Source: an optimization exercise on an open RTL-to-GDS flow (aim: small area). Production flows keep margins and buffers that such runs may drop. The RTL was checked by simulation tests, not by an equivalence proof against the original design. No driver is modelled on the clock port, so clock power and skew are understated where the tree is cut down; a real chip needs a root buffer or a tree. No activity file was given, so power comes from the tool's default toggle rates.

Setup of JK:
Design TopModule, start of the top module:
module TopModule(
	input CLK1,
	input RST,
	output [7:0] HEX0,
	output [7:0] HEX1,
	output [7:0] HEX2,
	output [7:0] HEX3,
	output [7:0] HEX4,
	output [7:0] HEX5,
	input [1:0] BTN,
	output [9:0] LED,
	input [9:0] SW
	);
Size: roughly 45 flip-flops, ~72 I/O pins.
==> module m_counter, before the edit <==
module m_counter #(parameter HOURS = 0) (clk, reset, increment_clock, res, seg, tens, last_clock, countup);
	input clk, reset, increment_clock, res;
	output [6:0] seg;
	output reg [2:0] tens;
	output reg last_clock;
	output reg countup;
	reg [3:0] ones;
	localparam [3:0] ZERO = HOURS ? 4'd13 : 4'd15;
	localparam [2:0] TZERO = HOURS ? 3'd0 : 3'd0;
	wire [3:0] ones_inc;
	wire ones9, ones3;
	generate
		if (HOURS) begin : g24
			m_ones24 d(ones, ones_inc, ones9, ones3, seg);
		end else begin : g60
			m_ones60 d(ones, ones_inc, ones9, ones3, seg);
		end
	endgenerate
	wire [2:0] tens_next60;
	wire tens_is5;
	wire [6:0] tens_seg_unused;
	m_tens60 dt(tens, tens_next60, tens_is5, tens_seg_unused);
	wire tens_max = HOURS ? tens[1] : tens_is5;
	wire wrap = HOURS ? (tens[1] & ones3) : (tens_max & ones9);
	wire [2:0] tens_inc = HOURS ? {1'b0, tens[0], ~tens[0]} : tens_next60;
	wire step = increment_clock & ~last_clock;
	always @(posedge clk) begin
		if(reset) begin
			ones <= ZERO;
			tens <= TZERO;
			countup <= 1'b0;
			last_clock <= 1'b1;
		end
		else begin
			last_clock <= increment_clock;
			if(res) begin
				ones <= ZERO;
				tens <= TZERO;
			end
			else if(step) begin
				countup <= wrap;
				if(wrap) begin
					ones <= ZERO;
					tens <= TZERO;
				end
				else if(ones9) begin
					ones <= ZERO;
					tens <= tens_inc;
				end
				else ones <= ones_inc;
			end
		end
	end
endmodule
==> module m_tens60, before the edit <==
module m_tens60(input [2:0] t, output [2:0] next, output is5, output [6:0] odat);
	assign next[0] = (t[0]) | (t[1] & t[2]);
	assign next[1] = (~t[1]);
	assign next[2] = (t[2]) | (t[1]);
	assign is5 = (t[0] & t[1]);
	assign odat[0] = (t[1] & ~t[2]) | (t[0] & ~t[1]);
	assign odat[1] = (t[0] & t[1]);
	assign odat[2] = (~t[0] & ~t[1] & t[2]);
	assign odat[3] = (t[1] & ~t[2]) | (t[0] & ~t[1]);
	assign odat[4] = (t[1]) | (t[0]);
	assign odat[5] = (~t[0] & t[2]) | (t[1] & ~t[2]);
	assign odat[6] = (~t[2]);
endmodule
==> module m_seven_segment_tens, before the edit <==
module m_seven_segment_tens(input [2:0] t, output [6:0] odat);
	wire [2:0] next;
	wire is5;
	m_tens60 d(t, next, is5, odat);
endmodule
export LEC_CHECK = 0
export CAP_MARGIN = 20
export CORE_MARGIN = 2
export CORE_UTILIZATION = 40
export SLEW_MARGIN = 20
create_clock -name core_clock -period 20.0 [get_ports {CLK1}]
standard.sh (not shown) runs the stock make flow with config.mk's settings and CLKGATE_MAP_FILE= SYNTH_SCRIPT=/design/flow/synth_recipe.tcl, a recipe that flattens the netlist after the stock synthesis.
==> flow/flow/run.sh <==
#!/bin/bash
# Own layout flow: the standard synthesis script, with no half/full adder
# cells and no cell above the smallest drive, then the standard ORFS steps with
# area-oriented settings (smallest port buffers, cells downsized after
# floorplan, a small clock tree without dummy loads).
set -euo pipefail

# the platform's don't-use cells and every cell above the smallest drive
DONT_USE=$(tr '\n' ' ' < flow/dont_use.txt)

# The standard flow's synthesis script, with ABC mapping for area (flow/abc_override.tcl)
cat flow/abc_override.tcl synth_recipe.tcl > area_synth.tcl
AREA_ABC_SCRIPT=$PWD/flow/area.script bash standard.sh \
  "SYNTH_SCRIPT=$PWD/area_synth.tcl" \
  "DONT_USE_CELLS=$DONT_USE sky130_fd_sc_hd__ha_1 sky130_fd_sc_hd__fa_1" \
  "MIN_BUF_CELL_AND_PORTS=sky130_fd_sc_hd__buf_1 A X" \
  synth > synth.log 2>&1

bash standard.sh \
  "DONT_USE_CELLS=$DONT_USE" \
  "REMOVE_ABC_BUFFERS=1" \
  "SKIP_REPAIR_TIE_FANOUT=1" \
  "BUFFER_PORTS_ARGS=-buffer_cell sky130_fd_sc_hd__buf_1" \
  "CTS_ARGS=$(cat flow/cts_args.txt)" \
  "RECOVER_POWER=100" \
  "POST_CTS_TCL=$PWD/flow/clock_split.tcl" "CLOCK_SPLIT_COUNT=4" "CLOCK_SPLIT_CELL=sky130_fd_sc_hd__buf_4" \
  "POST_FLOORPLAN_TCL=$PWD/flow/downsize.tcl" \
  finish > finish.log 2>&1
Other scripts of this flow, unchanged in this note and not shown: flow/flow/abc_override.tcl, flow/flow/area.script, flow/flow/clock_split.tcl, flow/flow/cts_args.txt, flow/flow/dont_use.txt, flow/flow/downsize.tcl
What PW does differently from JK at the input level:
diff --git a/flow/design.v b/flow/design.v
--- a/flow/design.v
+++ b/flow/design.v
@@ -22,7 +22,6 @@
 	output reg countup;
 	reg [3:0] ones;
 	localparam [3:0] ZERO = HOURS ? 4'd13 : 4'd15;
-	localparam [2:0] TZERO = HOURS ? 3'd0 : 3'd0;
 	wire [3:0] ones_inc;
 	wire ones9, ones3;
 	generate
@@ -32,18 +31,15 @@
 			m_ones60 d(ones, ones_inc, ones9, ones3, seg);
 		end
 	endgenerate
-	wire [2:0] tens_next60;
-	wire tens_is5;
-	wire [6:0] tens_seg_unused;
-	m_tens60 dt(tens, tens_next60, tens_is5, tens_seg_unused);
-	wire tens_max = HOURS ? tens[1] : tens_is5;
+	wire tens_max = HOURS ? tens[1] : (~tens[0] & tens[1] & ~tens[2]);
 	wire wrap = HOURS ? (tens[1] & ones3) : (tens_max & ones9);
-	wire [2:0] tens_inc = HOURS ? {1'b0, tens[0], ~tens[0]} : tens_next60;
+	wire [2:0] tens_inc = HOURS ? {1'b0, tens[0], ~tens[0]} :
+		{~tens[1] | (tens[2] & tens[0]), ~(tens[2] & tens[0]), ~tens[0] & (tens[2] ~^ tens[1])};
 	wire step = increment_clock & ~last_clock;
 	always @(posedge clk) begin
 		if(reset) begin
 			ones <= ZERO;
-			tens <= TZERO;
+			tens <= 3'd0;
 			countup <= 1'b0;
 			last_clock <= 1'b1;
 		end
@@ -51,13 +47,13 @@
 			last_clock <= increment_clock;
 			if(res) begin
 				ones <= ZERO;
-				tens <= TZERO;
+				tens <= 3'd0;
 			end
 			else if(step) begin
 				countup <= wrap;
 				if(wrap) begin
 					ones <= ZERO;
-					tens <= TZERO;
+					tens <= 3'd0;
 				end
 				else if(ones9) begin
 					ones <= ZERO;
@@ -98,23 +94,9 @@
 	assign seg[5] = (q[0] & q[2] & ~q[3]) | (~q[1] & ~q[2] & q[3]);
 	assign seg[6] = (~q[1] & q[3]);
 endmodule
-module m_tens60(input [2:0] t, output [2:0] next, output is5, output [6:0] odat);
-	assign next[0] = (t[0]) | (t[1] & t[2]);
-	assign next[1] = (~t[1]);
-	assign next[2] = (t[2]) | (t[1]);
-	assign is5 = (t[0] & t[1]);
-	assign odat[0] = (t[1] & ~t[2]) | (t[0] & ~t[1]);
-	assign odat[1] = (t[0] & t[1]);
-	assign odat[2] = (~t[0] & ~t[1] & t[2]);
-	assign odat[3] = (t[1] & ~t[2]) | (t[0] & ~t[1]);
-	assign odat[4] = (t[1]) | (t[0]);
-	assign odat[5] = (~t[0] & t[2]) | (t[1] & ~t[2]);
-	assign odat[6] = (~t[2]);
-endmodule
 module m_seven_segment_tens(input [2:0] t, output [6:0] odat);
-	wire [2:0] next;
-	wire is5;
-	m_tens60 d(t, next, is5, odat);
+	wire a = t[0], e = t[1], f = t[2];
+	assign odat = {(e ~^ f) & (a | ~e), f, e, a, ~e & f, ~a & e & ~f, a};
 endmodule
 module TopModule(
 	input CLK1,
## What came out
PW vs JK: sum of met2 wire segment lengths after detailed routing up in PW
Delta (PW minus JK): share of the final layout cell area in sequential cells moved down; minimum clock period up 32 ps; combinational power share now sits lower; overall power saw a decrease; total wire length flat.
Status: area growth from synthesis to final layout parity (PW, JK)
Leakage dissipation for PW: about 2.2% down relative to JK
Diff JK -> PW | design area | up slightly
No run of this note takes its clock network from TritonCTS; it comes from the design's own scripts or RTL.

========
Another version of the RTL of TopModule (not shown whole).
Size: roughly 45 flip-flops, ~72 I/O pins, ~2000 sq um of cells after synthesis.
==> module m_prescale, before the edit <==
module m_prescale(input clock, input reset, output ca0);
	reg [4:0] cam1;
	assign ca0 = &cam1;
	always @(posedge clock) begin
		if(reset) cam1 <= 5'h1f;
		else cam1 <= {cam1[4] ^ (&cam1[3:0]), cam1[3] ^ (&cam1[2:0]), cam1[2] ^ (&cam1[1:0]), cam1[1] ^ cam1[0], ~cam1[0]};
	end
endmodule
==> module TopModule, before the edit <==
module TopModule(
	input CLK1,
	input RST,
	output [7:0] HEX0,
	output [7:0] HEX1,
	output [7:0] HEX2,
	output [7:0] HEX3,
	output [7:0] HEX4,
	output [7:0] HEX5,
	input [1:0] BTN,
	output [9:0] LED,
	input [9:0] SW
	);
	wire ca0;
	m_prescale p_chat(CLK1, RST, ca0);
	wire increment_button, reset_button;
	wire is_second_editing, is_minute_editing, is_hour_editing;
	wire sample;
	m_chattering_filter f_inc(CLK1, RST, sample, ~BTN[0], increment_button);
	m_chattering_filter f_res(CLK1, RST, sample, ~BTN[1], reset_button);
	m_chattering_filter f_sec(CLK1, RST, sample, SW[0], is_second_editing);
	m_chattering_filter f_min(CLK1, RST, sample, SW[1], is_minute_editing);
	m_chattering_filter f_hour(CLK1, RST, sample, SW[2], is_hour_editing);
	wire is_editing = is_second_editing | is_minute_editing | is_hour_editing;
	reg [9:0] cbx;
	wire ca0_run = ca0 & ~is_editing;
	always @(posedge CLK1) begin
		if(RST) cbx <= 10'h3ff;
		else if(ca0_run) cbx <= {cbx[9] ^ (&cbx[8:0]), cbx[8] ^ (&cbx[7:0]), cbx[7] ^ (&cbx[6:0]), cbx[6] ^ (&cbx[5:0]),
			cbx[5] ^ (&cbx[4:0]), cbx[4] ^ (&cbx[3:0]), cbx[3] ^ (&cbx[2:0]), cbx[2] ^ (&cbx[1:0]), cbx[1] ^ cbx[0], ~cbx[0]};
	end
	wire clock_1hz = ca0_run & (&cbx);
	wire [6:0] s1, m1, h1;
	wire [2:0] s10, m10, h10;
	wire second_last, minute_last, hour_last;
	wire second_countup, minute_countup, hour_countup;
	m_counter #(0) c_sec(CLK1, RST, clock_1hz | (is_second_editing & increment_button), is_second_editing & reset_button, s1, s10, second_last, second_countup);
	m_counter #(0) c_min(CLK1, RST, second_countup | (is_minute_editing & increment_button), is_minute_editing & reset_button, m1, m10, minute_last, minute_countup);
	m_counter #(1) c_hour(CLK1, RST, minute_countup | (is_hour_editing & increment_button), is_hour_editing & reset_button, h1, h10, hour_last, hour_countup);
	assign sample = ca0 & ~(clock_1hz & second_last);
	assign LED = {is_editing, 4'b0, reset_button, increment_button, is_hour_editing, is_minute_editing, is_second_editing};
	assign HEX0[6:0] = s1;
	m_seven_segment_tens d1(s10, HEX1[6:0]);
	assign HEX2[6:0] = m1;
	m_seven_segment_tens d3(m10, HEX3[6:0]);
	assign HEX4[6:0] = h1;
	assign HEX5[6:0] = {~h10[1], h10[1] | h10[0], h10[0], h10[0], h10[1], 1'b0, h10[0]};
	assign HEX0[7] = 1'b0;
	assign HEX1[7] = 1'b1;
	assign HEX2[7] = 1'b0;
	assign HEX3[7] = 1'b1;
	assign HEX4[7] = 1'b0;
	assign HEX5[7] = 1'b1;
endmodule
==> flow/config.mk <==
export PLATFORM = sky130hd
export DESIGN_NAME = TopModule
export DESIGN_NICKNAME = TopModule
export VERILOG_FILES = /design/flow/design.v
export SDC_FILE = /design/flow/constraint.sdc
export NUM_CORES = 4
export LEC_CHECK = 0
export CAP_MARGIN = 20
export CORE_MARGIN = 2
export CORE_UTILIZATION = 40
export SLEW_MARGIN = 20
==> flow/constraint.sdc <==
create_clock -name core_clock -period 20.0 [get_ports {CLK1}]
set_input_delay 4.0000 -clock core_clock [delete_from_list [all_inputs] [get_ports {CLK1}]]
set_output_delay 4.0000 -clock core_clock [all_outputs]
set_load 0.01 [all_outputs]
Scripts as last shown in full above: flow/flow/run.sh
Other scripts of this flow, unchanged in this note and not shown: flow/flow/abc_override.tcl, flow/flow/area.script, flow/flow/clock_split.tcl, flow/flow/cts_args.txt, flow/flow/dont_use.txt, flow/flow/downsize.tcl
Rerun with:
--- a/flow/design.v
+++ b/flow/design.v
@@ -1,9 +1,9 @@
-module m_prescale(input clock, input reset, output ca0);
-	reg [4:0] cam1;
-	assign ca0 = &cam1;
+module m_prescale(input clock, input reset, output [4:0] count);
+	reg [4:0] ca;
+	assign count = ca;
 	always @(posedge clock) begin
-		if(reset) cam1 <= 5'h1f;
-		else cam1 <= {cam1[4] ^ (&cam1[3:0]), cam1[3] ^ (&cam1[2:0]), cam1[2] ^ (&cam1[1:0]), cam1[1] ^ cam1[0], ~cam1[0]};
+		if(reset) ca <= 5'd0;
+		else ca <= {ca[4] ^ (&ca[3:0]), ca[3] ^ (&ca[2:0]), ca[2] ^ (&ca[1:0]), ca[1] ^ ca[0], ~ca[0]};
 	end
 endmodule
 module m_chattering_filter(input clk, input reset, input sample, input signal_in, output signal_out);
@@ -111,8 +111,9 @@
 	output [9:0] LED,
 	input [9:0] SW
 	);
-	wire ca0;
-	m_prescale p_chat(CLK1, RST, ca0);
+	wire [4:0] ca;
+	m_prescale p_chat(CLK1, RST, ca);
+	wire ca0 = ~|ca;
 	wire increment_button, reset_button;
 	wire is_second_editing, is_minute_editing, is_hour_editing;
 	wire sample;
@@ -122,14 +123,14 @@
 	m_chattering_filter f_min(CLK1, RST, sample, SW[1], is_minute_editing);
 	m_chattering_filter f_hour(CLK1, RST, sample, SW[2], is_hour_editing);
 	wire is_editing = is_second_editing | is_minute_editing | is_hour_editing;
-	reg [9:0] cbx;
-	wire ca0_run = ca0 & ~is_editing;
+	reg [9:0] cb;
+	wire cb_en = (&ca) & ~is_editing;
 	always @(posedge CLK1) begin
-		if(RST) cbx <= 10'h3ff;
-		else if(ca0_run) cbx <= {cbx[9] ^ (&cbx[8:0]), cbx[8] ^ (&cbx[7:0]), cbx[7] ^ (&cbx[6:0]), cbx[6] ^ (&cbx[5:0]),
-			cbx[5] ^ (&cbx[4:0]), cbx[4] ^ (&cbx[3:0]), cbx[3] ^ (&cbx[2:0]), cbx[2] ^ (&cbx[1:0]), cbx[1] ^ cbx[0], ~cbx[0]};
+		if(RST) cb <= 10'd0;
+		else if(cb_en) cb <= {cb[9] ^ (&cb[8:0]), cb[8] ^ (&cb[7:0]), cb[7] ^ (&cb[6:0]), cb[6] ^ (&cb[5:0]),
+			cb[5] ^ (&cb[4:0]), cb[4] ^ (&cb[3:0]), cb[3] ^ (&cb[2:0]), cb[2] ^ (&cb[1:0]), cb[1] ^ cb[0], ~cb[0]};
 	end
-	wire clock_1hz = ca0_run & (&cbx);
+	wire clock_1hz = ca0 & ~is_editing & ~|cb;
 	wire [6:0] s1, m1, h1;
 	wire [2:0] s10, m10, h10;
 	wire second_last, minute_last, hour_last;
Worst hold slack gains 44 ps. Die area is higher slightly. Synthesized cell count is higher by a few percent. Area after synthesis grows slightly. Routed wire length rose slightly. Utilization is higher by 0.26 points. Worst setup slack is better by 320 ps. Total power decreases by roughly a tenth. Critical path depth fell by 4.
No run of this note takes its clock network from TritonCTS; it comes from the design's own scripts or RTL.

afterwards: timing with drivers on the ports:
How much do the figures lean on ideal ports? The routed layouts below were timed once more, with nothing changed but the port constraints.
Step 1 (the two cells are an assumption about what drives the block):
set clk [get_ports {CLK1}]
set_driving_cell -lib_cell sky130_fd_sc_hd__clkbuf_16 $clk
set_driving_cell -lib_cell sky130_fd_sc_hd__buf_2 [delete_from_list [all_inputs] $clk]
Step 2, shift: input delay + t, output delay - t, t = (earliest + latest rising clock arrival at the registers) / 2. This alone moves slack from input paths to output paths.
Three values: no drivers, after step 1, after step 2; two values: the first two.
run	t (ns)	slack for setup (ns)	worst slew at a driven data input, ns
JK	0.184	14.510 / 14.529 / 14.344	0.04
PW	0.189	14.479 / 14.488 / 14.299	0.04
the first run of note 2	0.190	14.326 / 14.350 / 14.160	0.04
the second run of note 2	0.190	14.644 / 14.597 / 14.542	0.04
After both steps setup and hold are still met in every run listed. The setup slack of PW, which loses most, moves by +0.009 ns with the drivers and by -0.180 ns with both steps.
